Background: an optimization exercise with open tools, aiming at small area. Do not read the settings as production practice. Only simulation tests tie the RTL to the original design; equivalence was not proved. No activity file was given, so power comes from the tool's default toggle rates.

===== design/flow/flow/run.sh =====
#!/bin/bash
# Layout flow: the standard ORFS flow (standard.sh) with these changes:
#  - ABC maps the logic with an area-recovering script (flow/abc_area.script)
#    instead of ORFS's delay-driven one; the synthesis front end, and so the
#    registers and their names, are ORFS's own;
#  - ports are buffered with buf_1 instead of the default buffer;
#  - CTS uses clkbuf_16 with larger sink clusters and no dummy loads.
# Each tool's output goes to the ORFS logs under orfs/logs; make's own output
# goes to orfs_make.log in this folder.
set -euo pipefail
W=$PWD
rm -rf "$W/scripts_mod"
cp -r "$FLOW_HOME/scripts" "$W/scripts_mod"
cp "$W/flow/abc_area.script" "$W/scripts_mod/abc_speed.script"
bash "$W/standard.sh" SCRIPTS_DIR="$W/scripts_mod" \
    BUFFER_PORTS_ARGS="-buffer_cell sky130_fd_sc_hd__buf_1" \
    CTS_ARGS="-sink_clustering_enable -repair_clock_nets -dont_use_dummy_load -buf_list sky130_fd_sc_hd__clkbuf_16 -sink_clustering_size 25 -sink_clustering_max_diameter 90" \
    finish > "$W/orfs_make.log" 2>&1

===== design/flow/flow/abc_area.script =====
&get -n
&st
&dch -f
&nf -R 1000
&put

===== design/flow/standard.sh =====
#!/bin/bash
# synth_recipe.tcl (not shown) runs the flow's synth.tcl, then flattens the netlist and writes it again
# the make line also repeats each setting of config.mk as NAME=value (left out here)
make -C /OpenROAD-flow-scripts/flow DESIGN_CONFIG=/design/flow/config.mk WORK_HOME=/design/flow/orfs CLKGATE_MAP_FILE= SYNTH_SCRIPT=/design/flow/synth_recipe.tcl "${@:-finish}"

===== design/flow/config.mk =====
export PLATFORM = sky130hd
export DESIGN_NAME = RV32I_Core
export DESIGN_NICKNAME = RV32I_Core
export VERILOG_FILES = /design/flow/design.v
export SDC_FILE = /design/flow/constraint.sdc
export NUM_CORES = 4
export LEC_CHECK = 0
export CAP_MARGIN = 5
export CORE_MARGIN = 2
export CORE_UTILIZATION = 60
export PLACE_DENSITY = 0.85
export SETUP_SLACK_MARGIN = 0.25
export SLEW_MARGIN = 5

===== design/flow/constraint.sdc =====
create_clock -name core_clock -period 11.0 [get_ports {clk}]
set_input_delay 2.2000 -clock core_clock [delete_from_list [all_inputs] [get_ports {clk}]]
set_output_delay 2.2000 -clock core_clock [all_outputs]
set_load 0.01 [all_outputs]

===== design/flow/design.v =====
`timescale 1ns / 1ps
module ControlUnit (
    input  logic [31:0] instrCode,
    output logic        regFileWe,   
    output logic        dataWe,      
    output logic        rs1En,       
    output logic        immSel,      
    output logic        immU,        
    output logic        immS,        
    output logic        pcImmU,      
    output logic        pcImmJ,      
    output logic        sub,         
    output logic        branch,
    output logic        jal,
    output logic        jalr,
    output logic        selSum,      
    output logic        selP,        
    output logic        selG,        
    output logic        selShR,
    output logic        selShL,
    output logic        selSlt,
    output logic        selPcImm,
    output logic        selPc4,
    output logic        selLoad,
    output logic        shLeft,
    output logic        shArith,
    output logic        sltU
);
    wire [4:0] o  = instrCode[6:2];
    wire [2:0] f3 = instrCode[14:12];
    wire       f7 = instrCode[30];
    wire isOp    = o[2] & ~o[0];           
    wire isR     = isOp & o[3];
    wire isLoad  = ~o[4] & ~o[3] & ~o[2];
    wire isStore = ~o[4] & o[3] & ~o[2];
    wire isLui   = o[3] & o[2] & o[0];
    wire isAuipc = ~o[3] & o[2] & o[0];
    wire isJ     = o[4] & o[0];            
    wire isJal   = o[1];
    wire isJalr  = o[4] & o[0] & ~o[1];
    wire isB     = o[4] & ~o[0];
    assign regFileWe = ~o[3] | o[2] | o[0];
    assign dataWe    = isStore;
    assign rs1En     = ~isLui;
    assign immSel    = ~(isR | isB);
    assign immU      = isLui;
    assign immS      = ~o[4] & o[3];          
    assign pcImmU    = ~o[4];                 
    assign pcImmJ    = o[1];                  
    assign sub       = isB | (isOp & ((f3 == 3'b000) & f7 & o[3] | (f3[2:1] == 2'b01)));
    assign branch    = isB;
    assign jal       = isJal;
    assign jalr      = isJalr;
    wire aluOp = isOp;
    assign selSum   = isLui | aluOp & (f3 == 3'b000);
    assign selP     = aluOp & (f3 == 3'b100 | f3 == 3'b110);
    assign selG     = aluOp & (f3 == 3'b111 | f3 == 3'b110);
    assign selShR   = aluOp & (f3 == 3'b101);
    assign selShL   = aluOp & (f3 == 3'b001);
    assign selSlt   = aluOp & (f3[2:1] == 2'b01);
    assign selPcImm = isAuipc;
    assign selPc4   = isJ;
    assign selLoad  = isLoad;
    assign shLeft   = ~f3[2];
    assign shArith  = f7;
    assign sltU     = f3[0];
endmodule
`timescale 1ns / 1ps
module DataPath (
    input  logic        clk,
    input  logic        reset,
    input  logic [31:0] instrCode,
    input  logic [31:0] dataRData,
    input  logic        regFileWe,
    input  logic        rs1En,
    input  logic        immSel,
    input  logic        immU,
    input  logic        immS,
    input  logic        pcImmU,
    input  logic        pcImmJ,
    input  logic        sub,
    input  logic        branch,
    input  logic        jal,
    input  logic        jalr,
    input  logic        selSum,
    input  logic        selP,
    input  logic        selG,
    input  logic        selShR,
    input  logic        selShL,
    input  logic        selSlt,
    input  logic        selPcImm,
    input  logic        selPc4,
    input  logic        selLoad,
    input  logic        shLeft,
    input  logic        shArith,
    input  logic        sltU,
    output logic [31:0] instrMemAddr,
    output logic [31:0] dataAddr,
    output logic [31:0] dataWData
);
    logic [31:1] pc;
    logic [31:1] npc;
    assign instrMemAddr = {pc, 1'b0};
    always_ff @(posedge clk, posedge reset) begin
        if (reset) pc <= '0;
        else pc <= npc;
    end
    logic [31:0] wd;
    logic [31:0] rs1, rs2;
    RegisterFile U_RegFile (
        .clk   (clk),
        .we    (regFileWe),
        .en1   (rs1En),
        .RAddr1(instrCode[19:15]),
        .RAddr2(instrCode[24:20]),
        .WAddr (instrCode[11:7]),
        .WData (wd),
        .RData1(rs1),
        .RData2(rs2)
    );
    assign dataWData = rs2;
    wire [31:0] ins = instrCode;
    wire        sgn = ins[31];
    logic [31:0] imm;     
    logic [31:1] pcImm;   
    assign imm[31:20] = immU ? ins[31:20] : {12{sgn}};
    assign imm[19:12] = immU ? ins[19:12] : {8{sgn}};
    assign imm[11:5]  = immU ? 7'b0 : ins[31:25];
    assign imm[4:0]   = immU ? 5'b0 : (immS ? ins[11:7] : ins[24:20]);
    assign pcImm[31:20] = pcImmU ? ins[31:20] : {12{sgn}};
    assign pcImm[19:12] = (pcImmU | pcImmJ) ? ins[19:12] : {8{sgn}};
    assign pcImm[11]    = pcImmU ? 1'b0 : (pcImmJ ? ins[20] : ins[7]);
    assign pcImm[10:5]  = pcImmU ? 6'b0 : ins[30:25];
    assign pcImm[4:1]   = pcImmU ? 4'b0 : (pcImmJ ? ins[24:21] : ins[11:8]);
    wire [31:0] b  = immSel ? imm : rs2;
    wire [31:0] bx = b ^ {32{sub}};
    logic [31:0] sum, p, g;
    logic        cout;
    wire c1 = sub ? (rs1[0] | ~b[0]) : (rs1[0] & b[0]);
    assign sum[0] = rs1[0] ^ b[0];
    assign p[0]   = rs1[0] ^ bx[0];
    assign g[0]   = rs1[0] & bx[0];
    sk_add #(.N(31)) U_Adder (
        .a   (rs1[31:1]),
        .b   (bx[31:1]),
        .cin (c1),
        .sum (sum[31:1]),
        .p   (p[31:1]),
        .g   (g[31:1]),
        .cout(cout)
    );
    assign dataAddr = sum;
    wire ltu = ~cout;
    wire lts = ltu ^ rs1[31] ^ b[31];
    wire eq  = &p;
    logic taken;
    always_comb begin
        case (instrCode[14:13])
            2'b00:   taken = eq;
            2'b10:   taken = lts;
            2'b11:   taken = ltu;
            default: taken = 1'bx;
        endcase
        taken = taken ^ instrCode[12];
    end
    logic [31:0] shOut;
    shifter U_Shifter (
        .a    (rs1),
        .shamt(b[4:0]),
        .left (shLeft),
        .arith(shArith),
        .y    (shOut)
    );
    logic [31:0] shRev;
    always_comb for (int i = 0; i < 32; i++) shRev[i] = shOut[31-i];
    logic [31:1] pcSum;
    logic [31:2] pcInc;
    logic [8:1] pcLo;
    logic       pcC9;
    ripple_add #(.N(8)) U_PCAddLo (
        .a   (pc[8:1]),
        .b   (pcImm[8:1]),
        .y   (pcLo),
        .cout(pcC9)
    );
    logic [31:9] pcHi;
    bk_add #(.N(23)) U_PCAddHi (
        .a   (pc[31:9]),
        .b   (pcImm[31:9]),
        .cin (pcC9),
        .sum (pcHi),
        .p   (),
        .g   (),
        .cout()
    );
    assign pcSum = {pcHi, pcLo};
    incr30 U_PCInc (
        .a(pc[31:2]),
        .y(pcInc)
    );
    wire [31:0] pc4 = {pcInc, pc[1], 1'b0};
    wire takePcSum = jal | (branch & taken);
    always_comb begin
        if (takePcSum) npc = pcSum;
        else if (jalr) npc = sum[31:1];
        else npc = pc4[31:1];
    end
    wire slt = sltU ? ltu : lts;
    assign wd = ((({32{selSum}} & sum) | ({32{selP}} & p))
               | (({32{selG}} & g) | ({32{selShR}} & shOut) | ({32{selShL}} & shRev)))
              | ((({32{selPcImm}} & {pcSum, 1'b0}) | ({32{selPc4}} & pc4))
               | (({32{selLoad}} & dataRData) | {31'b0, selSlt & slt}));
endmodule
module RegisterFile (
    input  logic        clk,
    input  logic        we,
    input  logic        en1,
    input  logic [ 4:0] RAddr1,
    input  logic [ 4:0] RAddr2,
    input  logic [ 4:0] WAddr,
    input  logic [31:0] WData,
    output logic [31:0] RData1,
    output logic [31:0] RData2
);
    logic [31:1][31:0] rf;
    genvar i;
    generate
        for (i = 1; i < 32; i++) begin : g_reg
            always_ff @(posedge clk) begin
                if (we && WAddr == i) rf[i] <= WData;
            end
        end
    endgenerate
    logic [31:1] s1, s2;
    always_comb
        for (int k = 1; k < 32; k++) begin
            s1[k] = en1 && RAddr1 == k;
            s2[k] = RAddr2 == k;
        end
    logic [10:0][31:0] t1, t2;
    always_comb begin
        for (int j = 0; j < 11; j++) begin
            t1[j] = '0;
            t2[j] = '0;
            for (int k = 3 * j + 1; k < 3 * j + 4 && k < 32; k++) begin
                t1[j] = t1[j] | ({32{s1[k]}} & rf[k]);
                t2[j] = t2[j] | ({32{s2[k]}} & rf[k]);
            end
        end
        RData1 = ((t1[0] | t1[1]) | (t1[2] | t1[3])) | ((t1[4] | t1[5]) | (t1[6] | t1[7])) | ((t1[8] | t1[9]) | t1[10]);
        RData2 = ((t2[0] | t2[1]) | (t2[2] | t2[3])) | ((t2[4] | t2[5]) | (t2[6] | t2[7])) | ((t2[8] | t2[9]) | t2[10]);
    end
endmodule
module bk_add #(
    parameter int N = 32
) (
    input  logic [N-1:0] a,
    input  logic [N-1:0] b,
    input  logic         cin,
    output logic [N-1:0] sum,
    output logic [N-1:0] p,
    output logic [N-1:0] g,
    output logic         cout
);
    logic [N-1:0] G, P;
    assign p = a ^ b;
    assign g = a & b;
    always_comb begin
        G = g;
        P = p;
        G[0] = g[0] | (p[0] & cin);
        for (int l = 0; (1 << l) < N; l++)
            for (int i = 0; i < N; i++)
                if ((i + 1) % (2 << l) == 0) begin
                    G[i] = G[i] | (P[i] & G[i-(1<<l)]);
                    P[i] = P[i] & P[i-(1<<l)];
                end
        for (int l = 4; l >= 0; l--)
            for (int i = 0; i < N; i++)
                if (((i + 1) % (2 << l) == (1 << l)) && (i > (1 << l))) begin
                    G[i] = G[i] | (P[i] & G[i-(1<<l)]);
                    P[i] = P[i] & P[i-(1<<l)];
                end
    end
    assign sum  = p ^ {G[N-2:0], cin};
    assign cout = G[N-1];
endmodule
module sk_add #(
    parameter int N = 32
) (
    input  logic [N-1:0] a,
    input  logic [N-1:0] b,
    input  logic         cin,
    output logic [N-1:0] sum,
    output logic [N-1:0] p,
    output logic [N-1:0] g,
    output logic         cout
);
    logic [N-1:0] G, P;
    assign p = a ^ b;
    assign g = a & b;
    always_comb begin
        G = g;
        P = p;
        G[0] = g[0] | (p[0] & cin);
        for (int l = 0; (1 << l) < N; l++)
            for (int i = N - 1; i >= 0; i--)
                if ((i >> l) & 1) begin
                    G[i] = G[i] | (P[i] & G[((i >> l) << l) - 1]);
                    P[i] = P[i] & P[((i >> l) << l) - 1];
                end
    end
    assign sum  = p ^ {G[N-2:0], cin};
    assign cout = G[N-1];
endmodule
module shifter (
    input  logic [31:0] a,
    input  logic [ 4:0] shamt,
    input  logic        left,
    input  logic        arith,
    output logic [31:0] y
);
    logic [31:0] x;
    logic fill;
    always_comb begin
        for (int i = 0; i < 32; i++) x[i] = left ? a[31-i] : a[i];
        fill = arith & ~left & a[31];
        for (int k = 0; k < 5; k++)
            if (shamt[k]) x = (x >> (1 << k)) | ({32{fill}} << (32 - (1 << k)));
        y = x;
    end
endmodule
module ripple_add #(
    parameter int N = 16
) (
    input  logic [N-1:0] a,
    input  logic [N-1:0] b,
    output logic [N-1:0] y,
    output logic         cout
);
    logic [N:0] c;
    always_comb begin
        c[0] = 1'b0;
        for (int i = 0; i < N; i++) c[i+1] = (a[i] & b[i]) | (a[i] & c[i]) | (b[i] & c[i]);
        for (int i = 0; i < N; i++) y[i] = a[i] ^ b[i] ^ c[i];
    end
    assign cout = c[N];
endmodule
module incr30 (
    input  logic [31:2] a,
    output logic [31:2] y
);
    logic [31:2] c;
    always_comb begin
        c[2] = 1'b1;
        for (int i = 2; i < 31; i++) c[i+1] = a[i] & c[i];
        for (int i = 2; i < 32; i++) y[i] = a[i] ^ c[i];
    end
endmodule
`timescale 1ns / 1ps
module RV32I_Core (
    input  logic        clk,
    input  logic        reset,
    input  logic [31:0] instrCode,
    output logic [31:0] instrMemAddr,
    output logic        dataWe,
    output logic [31:0] dataAddr,
    output logic [31:0] dataWData,
    input  logic [31:0] dataRData
);
    logic regFileWe, rs1En, immSel, immU, immS, pcImmU, pcImmJ, sub;
    logic branch, jal, jalr;
    logic selSum, selP, selG, selShR, selShL, selSlt, selPcImm, selPc4, selLoad;
    logic shLeft, shArith, sltU;
    ControlUnit U_ControlUnit (.*);
    DataPath U_DataPath (.*);
endmodule

==> results.toml, run 1 <==
[timing]
setup_viol = 0
max_slew_margin = 0.111
slew_viol_final = 0
worst_slew_pin_slew_ns = 1.33
fmax_mhz = 94.1
fin_crit_sh = 0.966
setup_tns_ns = 0
fin_skew_ns = 0.0866
period_minus_slack_ns = 10.62
grt_setup_unrepaired = "no"
finalHoldViolations = 0
setup_slack_ns = 0.378

[route]
drc = 0
avgRoutedWirePerCell_um = 36.9
wl_um = 172000
ant_nets = 0
via_count = 39300
drt_iter0_drc = 10300
first_pass_iters = 17
via_per_inst = 8.41

[clock_tree]
tritoncts = "built"
clk_latency_ns = 0.66
cts_made_buffers = 49
cts_max_path_buffers = 3
cts-root-buf = "clkbuf_16"
cts.htree.levels = 2
cts.clk_slew.worst_paths_ns = 0.07
numClockSinks = 1023
cts_hold_buf = 0

[pwr]
powerDensity_mw_per_mm2 = 184
irDropWorstVdd_v = 0.000111
p_leak_nw = 16.8
total_power_w = 0.00959

[critical_path]
startpoint_type = "primary input"
crit_type = "primary input to output port"
crit_arrival_ns = 8.42
required_ns = 8.80
r2r_start = "U_DataPath.pc[1]"
r2r_slack_ns = 2.40
crit_fanout = 18
ff2ff_path_depth = 29
reg2reg_to = "U_DataPath.U_RegFile.rf[924]"
cp-startpoint = "instrCode[24]"
end_kind = "output port"

[min_path]
holdCritStartpoint = "U_DataPath.pc[1]"
hold-path-endpoint = "U_DataPath.pc[1]"
worstHoldPathType = "flop to flop"
whs_path_depth = 2

[layout]
layout-drive-gt1-share = 0.104
area_delta_synth_final_pct = 11.6
final_common_cell = "edfxtp_1"
final_nets = 3802
layout_common_cells = "992 x edfxtp_1, 634 x a222oi_1, 265 x nand2_1"
stdcell_area_mm2 = 0.0521
n_fill_cell = 5185

[synthesis]
async_flop_share = 0.0303
synth_edf_count = 992
ys_seq_area_frac = 0.655
syn_area_per_cell_um2 = 14.5
synth_area_mm2 = 0.0467
ys_ff_latch = 1023
ys_types = 44
syn_nets = 3384
synth_ff_type = "edfxtp_1"
synthCells = 3212
yosysWarnings = 7

[outcome]
status = "no timing/DRC/antenna violations"

[flow_run]
maxCapViolations = 0

[die]
dieWidth_um = 283
floorplan.die_area_mm2 = 0.0800
row_count = 102
top_level_ports = 163
die_y_um = 283
start_util = 0.604
coreArea_mm2 = 0.0772

[global_routing]
first_global_vias = 37500
grt.total_usage = 0.420
grt-ovfl-total = 0
grt_max_degree = 51
antenna_found_initial = 9
grt_first_pass_wirelength_um = 245000

[placed_design]
placed_area_mm2 = 0.0507
place_worst_setup_slack_ns = 0.164
globalplace.congestion = 1.04
io_buffers = 159
hpwl_um = 110000
[worst max-delay path, cell delays in order]
cell,delay (ns)
clkbuf_2,0.10
buf_4,0.42
nand2_1,0.36
nor3_4,0.73
a222oi_1,0.18
nand4_1,0.21
nor2_1,0.10
nand4_1,0.13
buf_4,0.15
a21oi_4,0.06
mux2_1,0.37
fa_1,0.48
fa_1,0.47
a31o_1,0.19
a21oi_1,0.24
o21ai_1,0.20
a211o_1,0.37
clkinv_1,0.07
o21a_1,0.13
clkinv_1,0.07
a21oi_1,0.19
clkinv_1,0.08
a21oi_1,0.22
clkinv_1,0.09
a21oi_1,0.19
xnor2_1,0.16
buf_1,0.21
[synthesized netlist by cell type (all sizes together), types with 9 or more instances]
library cell | count | area, µm²
xor2 | 16 | 140
a211oi | 10 | 75.1
a221oi | 30 | 263
clkinv | 49 | 184
nor2b | 19 | 119
a222oi | 634 | 6350
fa | 25 | 500
nand4 | 198 | 1240
nand3 | 38 | 190
a22o | 31 | 272
nand2 | 267 | 1000
a31oi | 11 | 68.8
xnor2 | 58 | 508
dfrtp | 31 | 776
o211ai | 9 | 67.6
edfxtp | 992 | 29800
nor3 | 19 | 95.1
o21ai | 132 | 661
a21oi | 109 | 546
a22oi | 18 | 135
mux2i | 116 | 1160
nor2 | 244 | 916
ha | 81 | 1010
o221ai | 10 | 87.6
[power breakdown]
| group | internal (W) | switching, W |
|---|---|---|
| registers | 0.00486 | 0.000115 |
| logic | 0.000800 | 0.00188 |
| clock network | 0.000795 | 0.00114 |
[logic make-up after synthesis]
kind of cell,share of synthesized area
AOI/OAI and AO/OA,0.188
DFF,0.655
and+or+nand+nor,0.0800
muxes,0.0266
adders and majority gates,0.0324
xor gates and xnor gates,0.0139
buffers and inverters,0.00410
other,0.0000804
[cell type report]
type,count,area (µm²),share of cell area
clock buffers,49,1230,0.0236
inverters,49,191,0.00368
multi-input cells,2139,16600,0.318
well taps,1040,1300,0.0250
flip-flops and latches,1023,30600,0.587
diodes,2,5.00,0.0000961
repair buffers,368,2210,0.0424
[timing repair]
action,CTS,global route
setup buffers,0,5
endpoints found under the setup margin,0,71
gates resized for setup,0,13
[layer usage]
metal,wire length (µm),GRT usage
met1,52500,0.512
met2,73700,0.638
met3,32400,0.160
met4,13800,0.253
met5,86,0.00305
[flip-flops by register name, indices dropped and copies added (netlist names)]
name,cells
U_DataPath.pc,31
U_DataPath.U_RegFile.rf,992
[worst max-delay path by stage]
stage	cells past startpoint	slack (ns)	to
after global placement	33	0.30	U_DataPath.U_RegFile.rf[412]
final	27	0.38	dataAddr[24]
after floorplan	23	0.26	dataAddr[24]
after CTS	28	0.45	dataAddr[24]
after detailed placement	33	0.16	U_DataPath.U_RegFile.rf[668]
after global routing	26	0.27	dataAddr[31]
[through the flow]
step / instances / util / hold WS [ns]
global placement: 4611 / 0.657 / 0.565
finish: 4670 / 0.674 / 0.592
floorplan: 3212 / - / 0.599
global route: 4669 / 0.674 / 0.643
detailed placement: 4611 / 0.657 / 0.571
CTS: 4660 / 0.673 / 0.590
==> run 2, diff against run 1 <==
--- a/design/flow/design.v
+++ b/design/flow/design.v
@@ -320,14 +320,25 @@
     input  logic        arith,
     output logic [31:0] y
 );
-    logic [31:0] x;
+    logic [31:0] x0, x1, x2;
+    logic [63:0] e;
     logic fill;
+    logic [3:0] d0, d1;   
     always_comb begin
-        for (int i = 0; i < 32; i++) x[i] = left ? a[31-i] : a[i];
+        for (int i = 0; i < 32; i++) x0[i] = left ? a[31-i] : a[i];
         fill = arith & ~left & a[31];
-        for (int k = 0; k < 5; k++)
-            if (shamt[k]) x = (x >> (1 << k)) | ({32{fill}} << (32 - (1 << k)));
-        y = x;
+        for (int j = 0; j < 4; j++) begin
+            d0[j] = (shamt[1:0] == j);
+            d1[j] = (shamt[3:2] == j);
+        end
+        e = {{32{fill}}, x0};
+        for (int i = 0; i < 32; i++)
+            x1[i] = (d0[0] & e[i]) | (d0[1] & e[i+1]) | (d0[2] & e[i+2]) | (d0[3] & e[i+3]);
+        e = {{32{fill}}, x1};
+        for (int i = 0; i < 32; i++)
+            x2[i] = (d1[0] & e[i]) | (d1[1] & e[i+4]) | (d1[2] & e[i+8]) | (d1[3] & e[i+12]);
+        e = {{32{fill}}, x2};
+        for (int i = 0; i < 32; i++) y[i] = shamt[4] ? e[i+16] : e[i];
     end
 endmodule
 module ripple_add #(
==> run 2 against run 1 <==
Net effect: clock-buffer cell count is the same; sequential share of layout area grew 0.25 points; setup slack lost 0.041 ns; final area shrank 0.42%; core utilization shrank 0.17 points; global-route usage grew 0.75 points; total power shrank 0.54%; now fails the layout checks on antenna rules; hold slack gained 0.0098 ns.
==> results.toml, run 2 <==
[layout]
largest_register_ffs = 992
largest-register = "U_DataPath.U_RegFile.rf"
stdcell_area_mm2 = 0.0518
final_common_cell = "edfxtp_1"
utilization = 0.672
top_regs = "U_DataPath.U_RegFile.rf: 992 flops, U_DataPath.pc: 31 flops"
layout-drive-gt1-share = 0.102
area_delta_synth_final_pct = 11.6
n_fill_cell = 5209
final_nets = 3801
layout_common_cells = "992 x edfxtp_1, 642 x a222oi_1, 237 x nand2_1"

[synthesis]
synth_area_leaders = "edfxtp_1 64%, a222oi_1 14%, nand4_1 2.7%"
synthCells = 3217
synth_edf_count = 992
yosysMostFrequentCell = "edfxtp_1"
synth_top_area_frac = 0.641
ys_seq_area_frac = 0.658
yosysWarnings = 7
syn_nets = 3389
async_flop_share = 0.0303
synth_ff_type = "edfxtp_1"
ys_ff_latch = 1023
syn_area_per_cell_um2 = 14.4
synth_common_cells = "992 x edfxtp_1, 642 x a222oi_1, 250 x nor2_1"
ys_types = 49
synth_largest_area_cell = "edfxtp_1"
synth_area_mm2 = 0.0465

[critical_path]
crit_arrival_ns = 8.46
cp-startpoint = "instrCode[21]"
startpoint_type = "primary input"
required_ns = 8.80
ff2ff_path_depth = 32
crit_fanout = 30
r2r_slack_ns = 2.59
end_kind = "output port"
crit_type = "primary input to output port"
reg2reg_to = "U_DataPath.U_RegFile.rf[541]"
r2r_start = "U_DataPath.pc[2]"

[clock_tree]
cts.clk_slew.worst_paths_ns = 0.05
cts.htree.levels = 2
cts_made_buffers = 49
clk_latency_ns = 0.68
tritoncts = "built"
numClockSinks = 1023
cts_hold_buf = 0
cts_max_path_buffers = 3
cts-root-buf = "clkbuf_16"

[route]
first_pass_iters = 15
via_per_inst = 8.42
ant_nets = 1
drt_iter0_drc = 11000
avgRoutedWirePerCell_um = 37.2
via_count = 39400
drc = 0
wl_um = 174000

[min_path]
worstHoldPathType = "flop to flop"
whs_path_depth = 2
hold-path-endpoint = "U_DataPath.pc[1]"
holdCritStartpoint = "U_DataPath.pc[1]"

[timing]
slew_viol_final = 0
setup_slack_ns = 0.337
setup_viol = 0
fmax_mhz = 93.8
grt_setup_unrepaired = "no"
setup_tns_ns = 0
finalHoldViolations = 0
worst_slew_pin_slew_ns = 1.33
max_slew_margin = 0.116
period_minus_slack_ns = 10.66
fin_crit_sh = 0.969
fin_skew_ns = 0.107

[die]
dieWidth_um = 282
coreArea_mm2 = 0.0771
floorplan.die_area_mm2 = 0.0797
top_level_ports = 163
die_y_um = 282
row_count = 102
start_util = 0.603

[pwr]
switching_share = 0.327
p_comb_frac = 0.278
power_frac_seq = 0.520
p_int_w = 0.00642
power.switching_w = 0.00312
p_leak_nw = 16.4
clockPowerShare = 0.202
powerDensity_mw_per_mm2 = 184
irDropWorstVdd_v = 0.000125

[global_routing]
antenna_found_initial = 16
first_global_vias = 37000
grt_max_degree = 63
grt.total_usage = 0.428
grt-ovfl-total = 0
grt_first_pass_wirelength_um = 247000

[flow_run]
maxCapViolations = 0

[placed_design]
io_buffers = 159
globalplace.congestion = 1.06
placed_area_mm2 = 0.0505
place_worst_setup_slack_ns = -0.00834
hpwl_um = 112000

[outcome]
so_faults = "antenna rules"
status = "finished with violations"
[run 2: cell types whose count changed after synthesis, sizes merged, moves of 8 or more]
| cell | delta |
|---|---|
| and3 | +8 |
| or3 | +18 |
| a21oi | -29 |
| o22ai | +93 |
| a222oi | +8 |
| clkinv | +11 |
| nand2 | -26 |
| o211ai | +18 |
| nor2b | -8 |
| a22oi | -8 |
| o221ai | +20 |
| mux2i | -85 |
| a22o | -19 |
[run 2: layer usage]
layer  GRT usage  share of wire  up-vias
li1            -              -    15400
met4       0.237          0.074       22
met2       0.635           0.42     4589
met3       0.168           0.19      984
met1       0.539           0.31    18300
met5     0.00794         0.0012        -
[run 2: area by class of cell]
cell class	count	area (µm²)	share of cell area
inverter	60	226	0.00437
tap	1040	1300	0.0251
timing repair buffer	362	2240	0.0432
clock buffer	49	1230	0.0237
sequential	1023	30600	0.590
multi-input combinational	2133	16300	0.314
antenna	8	20.0	0.000386
[run 2: worst max-delay path: stages]
cell       delay [ns]
clkbuf_2         0.18
buf_4            0.23
nor2_1           0.14
and3_1           0.23
buf_4            0.31
a222oi_1         0.48
nand4_1          0.36
nor2_1           0.37
nand4_1          0.28
a21oi_1          0.30
xnor2_1          0.14
fa_1             0.48
a31o_1           0.24
a21oi_2          0.18
nor2_1           0.09
a2111oi_2        0.36
buf_4            0.19
o21ai_0          0.15
a21oi_1          0.20
buf_4            0.17
o31a_1           0.16
clkinv_1         0.07
a21oi_1          0.20
clkinv_1         0.09
a21oi_1          0.19
xnor2_1          0.21
buf_1            0.23
[run 2: power groups by stage]
| stage | clock network (W) | logic [W] | registers [W] |
|---|---|---|---|
| finish | 0.00193 | 0.00265 | 0.00496 |
| CTS | 0.00189 | 0.00249 | 0.00496 |
| global route | 0.00203 | 0.00279 | 0.00498 |
| floorplan | 0 | 0.00135 | 0.00505 |
| global placement | 0 | 0.00242 | 0.00503 |
| detailed placement | 0 | 0.00247 | 0.00505 |
[run 2: what timing repair did]
item / in CTS / in global routing
resized for setup: 11 / 14
buffers inserted: 1 / 1
pin swaps: 0 / 5
endpoints found under the setup margin: 4 / 71
[run 2: kinds of logic after synthesis]
group                    Yosys count  synth area share
adder cells (fa/ha/maj)          106            0.0326
multiplexers                      32           0.00692
XOR/XNOR                          74            0.0140
other                              1         0.0000807
AO/OA/AOI/OAI                   1108             0.202
flip-flops                      1023             0.658
AND/OR/NAND/NOR                  812            0.0818
buffers and inverters             61           0.00501
[run 2: metrics by stage]
stage | total power, W | instances | hold slack (ns)
CTS | 0.00934 | 4665 | 0.607
floorplan | 0.00640 | 3217 | 0.597
finish | 0.00954 | 4675 | 0.602
global placement | 0.00745 | 4615 | 0.557
global route | 0.00980 | 4668 | 0.626
detailed placement | 0.00752 | 4615 | 0.599
[run 2: worst max path at each step]
stage	end	slack, ns
3_3_place_gp	U_DataPath.U_RegFile.rf[574]	-0.01
2_1_floorplan	dataAddr[24]	0.26
4_1_cts	dataAddr[24]	0.28
6_report	dataAddr[31]	0.34
5_1_grt	dataAddr[31]	0.25
3_5_place_dp	U_DataPath.U_RegFile.rf[510]	-0.008
==> run 3, diff against run 2 <==
==> design/flow/flow/run.sh (replaced) <==
#!/bin/bash
# Layout flow: the standard ORFS flow (standard.sh) with these changes:
#  - ABC maps the logic with an area-recovering script (flow/abc_area.script)
#    instead of ORFS's delay-driven one; the synthesis front end, and so the
#    registers and their names, are ORFS's own;
#  - ports are buffered with buf_1 instead of the default buffer;
#  - CTS uses clkbuf_8 with sink clusters of up to 16 and no dummy loads.
# Each tool's output goes to the ORFS logs under orfs/logs; make's own output
# goes to orfs_make.log in this folder.
set -euo pipefail
W=$PWD
rm -rf "$W/scripts_mod"
cp -r "$FLOW_HOME/scripts" "$W/scripts_mod"
cp "$W/flow/abc_area.script" "$W/scripts_mod/abc_speed.script"
bash "$W/standard.sh" SCRIPTS_DIR="$W/scripts_mod" \
    BUFFER_PORTS_ARGS="-buffer_cell sky130_fd_sc_hd__buf_1" \
    CTS_ARGS="-sink_clustering_enable -repair_clock_nets -dont_use_dummy_load -buf_list sky130_fd_sc_hd__clkbuf_8 -sink_clustering_size 16 -sink_clustering_max_diameter 60" \
    finish > "$W/orfs_make.log" 2>&1
==> run 3 against run 2 <==
Net effect: now clean on timing, DRC and antenna; combinational power hardly changed; final area is 0.34% lower; critical endpoint is now dataAddr[24]; wire length is 0.46% lower; clock-buffer cell count is 27 higher; maximum frequency is 0.33% higher; core utilization is 0.23 points lower; cell count is 0.62% higher; critical path depth is 2 higher; setup slack better by 0.035 ns; die area stayed put; clock power is 8% lower; via count is 0.18% lower.
==> results.toml, run 3 <==
[synthesis]
synth_common_cells = "992 x edfxtp_1, 642 x a222oi_1, 250 x nor2_1"
async_flop_share = 0.0303
ys_seq_area_frac = 0.658
synthAdderAreaFrac = 0.0326
syn_area_per_cell_um2 = 14.4
synth_compound_area_frac = 0.202
synth_area_leaders = "edfxtp_1 64%, a222oi_1 14%, nand4_1 2.7%"
yosysMostFrequentCell = "edfxtp_1"
ys_ff_latch = 1023
ys_types = 49
synth_xor_xnor_area_share = 0.0140
synth_ff_type = "edfxtp_1"
yosysWarnings = 7
synth_area_mm2 = 0.0465
syn_nets = 3389
synthCells = 3217
synth_top_family_by_area = "compound AO/OA/AOI/OAI gates"
synth_top_area_frac = 0.641
synth_edf_count = 992
synth_largest_area_cell = "edfxtp_1"
muxShareOfSynthArea = 0.00692
yosys.area_share.simple = 0.0818

[critical_path]
cpPeakStageDelay_ns = 0.48
cp_top_family = "compound AO/OA/AOI/OAI gates"
end_kind = "output port"
required_ns = 8.80
critPathBufInv = 10
cp_slowest_cell = "fa_1"
cp_common_cell = "clkinv_1"
crit_arrival_ns = 8.43
r2r_slack_ns = 2.55
crit_type = "primary input to output port"
r2r_start = "U_DataPath.pc[1]"
startpoint_type = "primary input"
ff2ff_path_depth = 33
reg2reg_to = "U_DataPath.U_RegFile.rf[445]"
crit_fanout = 30

[min_path]
holdCritStartpoint = "U_DataPath.pc[1]"
worstHoldPathType = "flop to flop"
whs_path_depth = 2
hold-path-endpoint = "U_DataPath.pc[1]"

[clock_tree]
cts_made_buffers = 76
cts_hold_buf = 0
cts-root-buf = "clkbuf_8"
clk_latency_ns = 0.76
tritoncts = "built"
numClockSinks = 1023
cts.htree.levels = 3
cts_max_path_buffers = 3
cts.clk_slew.worst_paths_ns = 0.07

[timing]
grt_setup_unrepaired = "no"
fin_skew_ns = 0.0899
setup_tns_ns = 0
fmax_mhz = 94.1
slew_viol_final = 0
finalHoldViolations = 0
setup_viol = 0
setup_slack_ns = 0.372
max_slew_margin = 0.0306
worst_slew_pin_slew_ns = 1.45
period_minus_slack_ns = 10.63
fin_crit_sh = 0.966

[placed_design]
globalplace.congestion = 1.06
io_buffers = 159
place_inst = 4615
place_worst_setup_slack_ns = -0.00834
hpwl_um = 112000
placed_area_mm2 = 0.0505

[route]
drt_iter0_drc = 11100
avgRoutedWirePerCell_um = 36.8
wl_um = 173000
drc = 0
via_per_inst = 8.36
ant_nets = 0
first_pass_iters = 15
via_count = 39300

[outcome]
status = "no timing/DRC/antenna violations"

[global_routing]
grt_first_pass_wirelength_um = 247000
first_global_vias = 37000
antenna_found_initial = 14
grt_max_degree = 63
grt-ovfl-total = 0
grt.total_usage = 0.428

[layout]
layout_common_cells = "992 x edfxtp_1, 642 x a222oi_1, 237 x nand2_1"
stdcell_area_mm2 = 0.0517
largest_register_ffs = 992
area_delta_synth_final_pct = 11.2
largest-register = "U_DataPath.U_RegFile.rf"
layout-drive-gt1-share = 0.108
final_common_cell = "edfxtp_1"
top_regs = "U_DataPath.U_RegFile.rf: 992 flops, U_DataPath.pc: 31 flops"
final_nets = 3828
stdcell_count = 4704

[pwr]
total_power_w = 0.00938
powerDensity_mw_per_mm2 = 182
irDropWorstVdd_v = 0.0000887
p_leak_nw = 16.3

[die]
row_count = 102
coreArea_mm2 = 0.0771
start_util = 0.603
dieWidth_um = 282
floorplan.die_area_mm2 = 0.0797
die_y_um = 282
top_level_ports = 163

[flow_run]
maxCapViolations = 0
run 3: timing repair:
action                     in CTS  in global routing
setup buffers                   0                  2
gates resized for setup        10                 15
pin swaps                       0                  6
setup endpoints to repair       4                 90
run 3: layer usage:
layer,GRT usage,part of all wire,vias up
met5,0.00794,0.00053,-
met4,0.241,0.074,14
met3,0.174,0.19,962
met2,0.637,0.43,4530
met1,0.534,0.31,18300
li1,-,-,15500
run 3: tightest hold or removal path: cells and delay by family, from the launching register on:
| kind | cells | cell delay, ns |
|---|---|---|
| flip-flops | 1 | 0.40 |
| AND/OR/NAND/NOR | 2 | 0.17 |
run 3: cells by family (layout without fill, tap and decap cells):
| group | after synthesis | count (layout) |
|---|---|---|
| simple gates | 812 | 812 |
| mux | 32 | 32 |
| other cells | 1 | 11 |
| fa+ha+maj | 106 | 106 |
| flops | 1023 | 1023 |
| compound gates | 1108 | 1108 |
| xor+xnor | 74 | 74 |
| buf+inv | 61 | 498 |
run 3: layout make-up:
class | count | area [µm²]
sequential | 1023 | 30600
fill | 5210 | 25400
multi-input combinational | 2133 | 16300
timing repair buffer | 362 | 2250
tap | 1040 | 1300
clock buffer | 76 | 1050
inverter | 60 | 226
antenna | 10 | 25.0
run 3: worst max path at each step:
stage,startpoint,to,cells past startpoint
after floorplan,instrCode[23],dataAddr[24],24
after global placement,instrCode[21],U_DataPath.U_RegFile.rf[574],34
after detailed placement,instrCode[21],U_DataPath.U_RegFile.rf[510],34
after CTS,instrCode[21],dataAddr[24],29
after global routing,instrCode[21],dataAddr[23],29
final,instrCode[21],dataAddr[24],29
run 3: through the flow:
step / util / hold WS (ns)
floorplan: - / 0.597
detailed placement: 0.655 / 0.599
finish: 0.670 / 0.605
global route: 0.670 / 0.631
global placement: 0.655 / 0.557
CTS: 0.669 / 0.611
run 3: power by group:
| group | total, W | switching [W] | internal [W] |
|---|---|---|---|
| combinational | 0.00264 | 0.00187 | 0.000774 |
| sequential | 0.00496 | 0.000114 | 0.00485 |
| clock | 0.00178 | 0.00116 | 0.000619 |
| total | 0.00938 | 0.00314 | 0.00624 |
==> run 4, diff against run 3 <==
--- a/design/flow/config.mk
+++ b/design/flow/config.mk
@@ -8,6 +8,6 @@
 export CAP_MARGIN = 5
 export CORE_MARGIN = 2
 export CORE_UTILIZATION = 60
-export PLACE_DENSITY = 0.85
-export SETUP_SLACK_MARGIN = 0.25
+export PLACE_DENSITY = 0.8
+export SETUP_SLACK_MARGIN = 0.2
 export SLEW_MARGIN = 5
==> run 4 against run 3 <==
Net effect: setup slack lost 0.12 ns; cell count grew 0.70%; sequential power is essentially flat; wire length grew 3.1%; total power grew 0.68%; first-iteration DRC count shrank 2.9%; synthesized cell count is the same; clock-buffer cell count is the same; critical path depth is the same; sequential share of layout area shrank 0.40 points; clock skew grew 0.019 ns; die area is the same; critical path type unchanged; critical endpoint is now dataAddr[31].
==> results.toml, run 4 <==
[outcome]
status = "no timing/DRC/antenna violations"

[synthesis]
synth_edf_count = 992
synth_area_mm2 = 0.0465
async_flop_share = 0.0303
yosysWarnings = 7
synthCells = 3217
ys_ff_latch = 1023
synth_ff_type = "edfxtp_1"
synth_common_cells = "992 x edfxtp_1, 642 x a222oi_1, 250 x nor2_1"
synth_top_area_frac = 0.641
yosysMostFrequentCell = "edfxtp_1"
synth_largest_area_cell = "edfxtp_1"
ys_types = 49
syn_area_per_cell_um2 = 14.4
syn_nets = 3389
synth_area_leaders = "edfxtp_1 64%, a222oi_1 14%, nand4_1 2.7%"
ys_seq_area_frac = 0.658

[timing]
grt_setup_unrepaired = "yes"
setup_viol = 0
fin_crit_sh = 0.977
period_minus_slack_ns = 10.75
worst_slew_pin_slew_ns = 1.17
fin_worst_hold_slack_ns = 0.605
finalHoldViolations = 0
fmax_mhz = 93.1
slew_viol_final = 0
fin_skew_ns = 0.109
setup_tns_ns = 0
max_slew_margin = 0.218

[critical_path]
crit_fanout = 31
end_kind = "output port"
cp_common_cell = "buf_4"
cp_slowest_cell = "fa_1"
cpPeakStageDelay_ns = 0.49
startpoint_type = "primary input"
crit_arrival_ns = 8.55
required_ns = 8.80
crit_type = "primary input to output port"
r2r_slack_ns = 2.67

[route]
via_count = 39500
drc = 0
ant_nets = 0
avgRoutedWirePerCell_um = 37.7
first_pass_iters = 14
via_per_inst = 8.34
wl_um = 179000
drt_iter0_drc = 10800

[pwr]
powerDensity_mw_per_mm2 = 182
p_leak_nw = 16.5
irDropWorstVdd_v = 0.0000999

[clock_tree]
cts.htree.levels = 3
cts.clk_slew.worst_paths_ns = 0.07
cts_made_buffers = 76
tritoncts = "built"
numClockSinks = 1023
clk_latency_ns = 0.74
cts_max_path_buffers = 3
cts-root-buf = "clkbuf_8"

[flow_run]
maxCapViolations = 0

[die]
floorplan.die_area_mm2 = 0.0797
dieWidth_um = 282
row_count = 102
coreArea_mm2 = 0.0771
top_level_ports = 163
die_y_um = 282
start_util = 0.603

[layout]
largest-register = "U_DataPath.U_RegFile.rf"
area_delta_synth_final_pct = 12.0
layout-drive-gt1-share = 0.117
final_nets = 3863
largest_register_ffs = 992
utilization = 0.675
top_regs = "U_DataPath.U_RegFile.rf: 992 flops, U_DataPath.pc: 31 flops"
final_common_cell = "edfxtp_1"
layout_common_cells = "992 x edfxtp_1, 642 x a222oi_1, 237 x nand2_1"

[global_routing]
use_met1 = 0.541
use_met2 = 0.655
antenna_found_initial = 16
busiest_layer = "met2"
grt-ovfl-total = 0
grt_util_met3 = 0.171
first_global_vias = 37600
grt_max_degree = 63
grt_first_pass_wirelength_um = 252000
grt.total_usage = 0.439

[placed_design]
io_buffers = 159
globalplace.congestion = 1.07
hpwl_um = 115000

[min_path]
worstHoldPathType = "flop to flop"
==> run 4: changes by cell type in the layout (fill, tap and decap cells not counted), sizes merged <==
cell	delta
buf	+35
diode	-2
==> run 4: through the flow <==
step	total power (W)	instance area (µm²)	setup WS, ns	std cells
floorplan	0.00640	46500	0.257	3217
global placement	0.00756	50800	0.0487	4648
detailed placement	0.00760	50800	0.000602	4648
CTS	0.00928	51900	0.207	4724
global route	0.00972	52000	0.0707	4736
finish	0.00945	52000	0.254	4737
==> run 4: path summary, 6_finish.rpt <==
kind                                   from                      endpoint  cells past startpoint
min                        U_DataPath.pc[1]              U_DataPath.pc[1]                      2
min in group asynchronous             reset             U_DataPath.pc[19]                      3
max in group asynchronous             reset             U_DataPath.pc[25]                      3
max reg2reg                U_DataPath.pc[1]  U_DataPath.U_RegFile.rf[957]                     34
min reg2reg                U_DataPath.pc[1]              U_DataPath.pc[1]                      2
max                           instrCode[22]                  dataAddr[31]                     29
==> run 4: kinds of logic (layout without fill, tap and decap cells) <==
| group | after synthesis | count (layout) | synth area share |
|---|---|---|---|
| DFF | 1023 | 1023 | 0.658 |
| and+or+nand+nor | 812 | 812 | 0.0818 |
| xor gates and xnor gates | 74 | 74 | 0.0140 |
| muxes | 32 | 32 | 0.00692 |
| AOI/OAI and AO/OA | 1108 | 1108 | 0.202 |
| buffers and inverters | 61 | 533 | 0.00501 |
| other | 1 | 9 | 0.0000807 |
| adders and majority gates | 106 | 106 | 0.0326 |
==> run 4: area by class of cell <==
cell class | instances | area [µm²]
antenna | 8 | 20.0
multi-input combinational | 2133 | 16400
clock buffer | 76 | 1050
tap | 1040 | 1300
sequential | 1023 | 30600
fill | 5298 | 25100
inverter | 60 | 226
timing repair buffer | 397 | 2490
==> run 4: worst max-delay path, delay by kind of cell <==
kind / cells / cell delay, ns
fa+ha+maj: 2 / 0.96
buf+inv: 9 / 1.47
simple gates: 6 / 1.16
compound gates: 10 / 2.42
xor+xnor: 2 / 0.33
==> run 4: per-layer routing <==
metal  vias up  share of wire
met1     18500           0.31
li1      15600              -
met4        14          0.080
met2      4457           0.43
met3       999           0.18
met5         -         0.0010
==> run 4: power by group <==
group / total [W] / leakage [nW] / internal [W] / switching (W)
clock network: 0.00177 / 0.546 / 0.000620 / 0.00115
registers: 0.00495 / 9.44 / 0.00484 / 0.000110
logic: 0.00272 / 6.49 / 0.000816 / 0.00191
total: 0.00945 / 16.5 / 0.00628 / 0.00317
==> run 4: timing repair <==
item                                    4_1_cts  5_1_grt
pin swaps                                     0        7
resized for setup                             8       21
endpoints found under the hold margin         0        0
endpoints found under the setup margin        4       71
setup buffers                                 0        5
hold buffers                                  0        0

-- separate check: timing with driven ports --
The flow's constraints put no driver on any port. The routed layouts listed below were extracted and timed again, unchanged, in two steps.
Step 1 (the two cells are an assumption about what drives the block):
set clk [get_ports {clk}]
set_driving_cell -lib_cell sky130_fd_sc_hd__clkbuf_16 $clk
set_driving_cell -lib_cell sky130_fd_sc_hd__buf_2 [delete_from_list [all_inputs] $clk]
Step 2, shift: input delay + t, output delay - t, t = (earliest + latest rising clock arrival at the registers) / 2. This alone moves slack from input paths to output paths.
a / b / c = ideal ports / drivers / drivers and shift; a / b = the first two.
run | t, ns | slack for setup (ns) | latest minus earliest clock arrival (ns)
run 1 | 0.675 | 0.378 / 0.354 / 0.110 | 0.086 / 0.087
run 2 | 0.693 | 0.337 / 0.309 / -0.089 | 0.108 / 0.107
run 3 | 0.774 | 0.372 / 0.328 / -0.092 | 0.090 / 0.089
run 4 | 0.752 | 0.254 / 0.230 / 0.057 | 0.110 / 0.110
The setup slack of run 3, which loses most, moves by -0.044 ns with the drivers and by -0.464 ns with both steps.
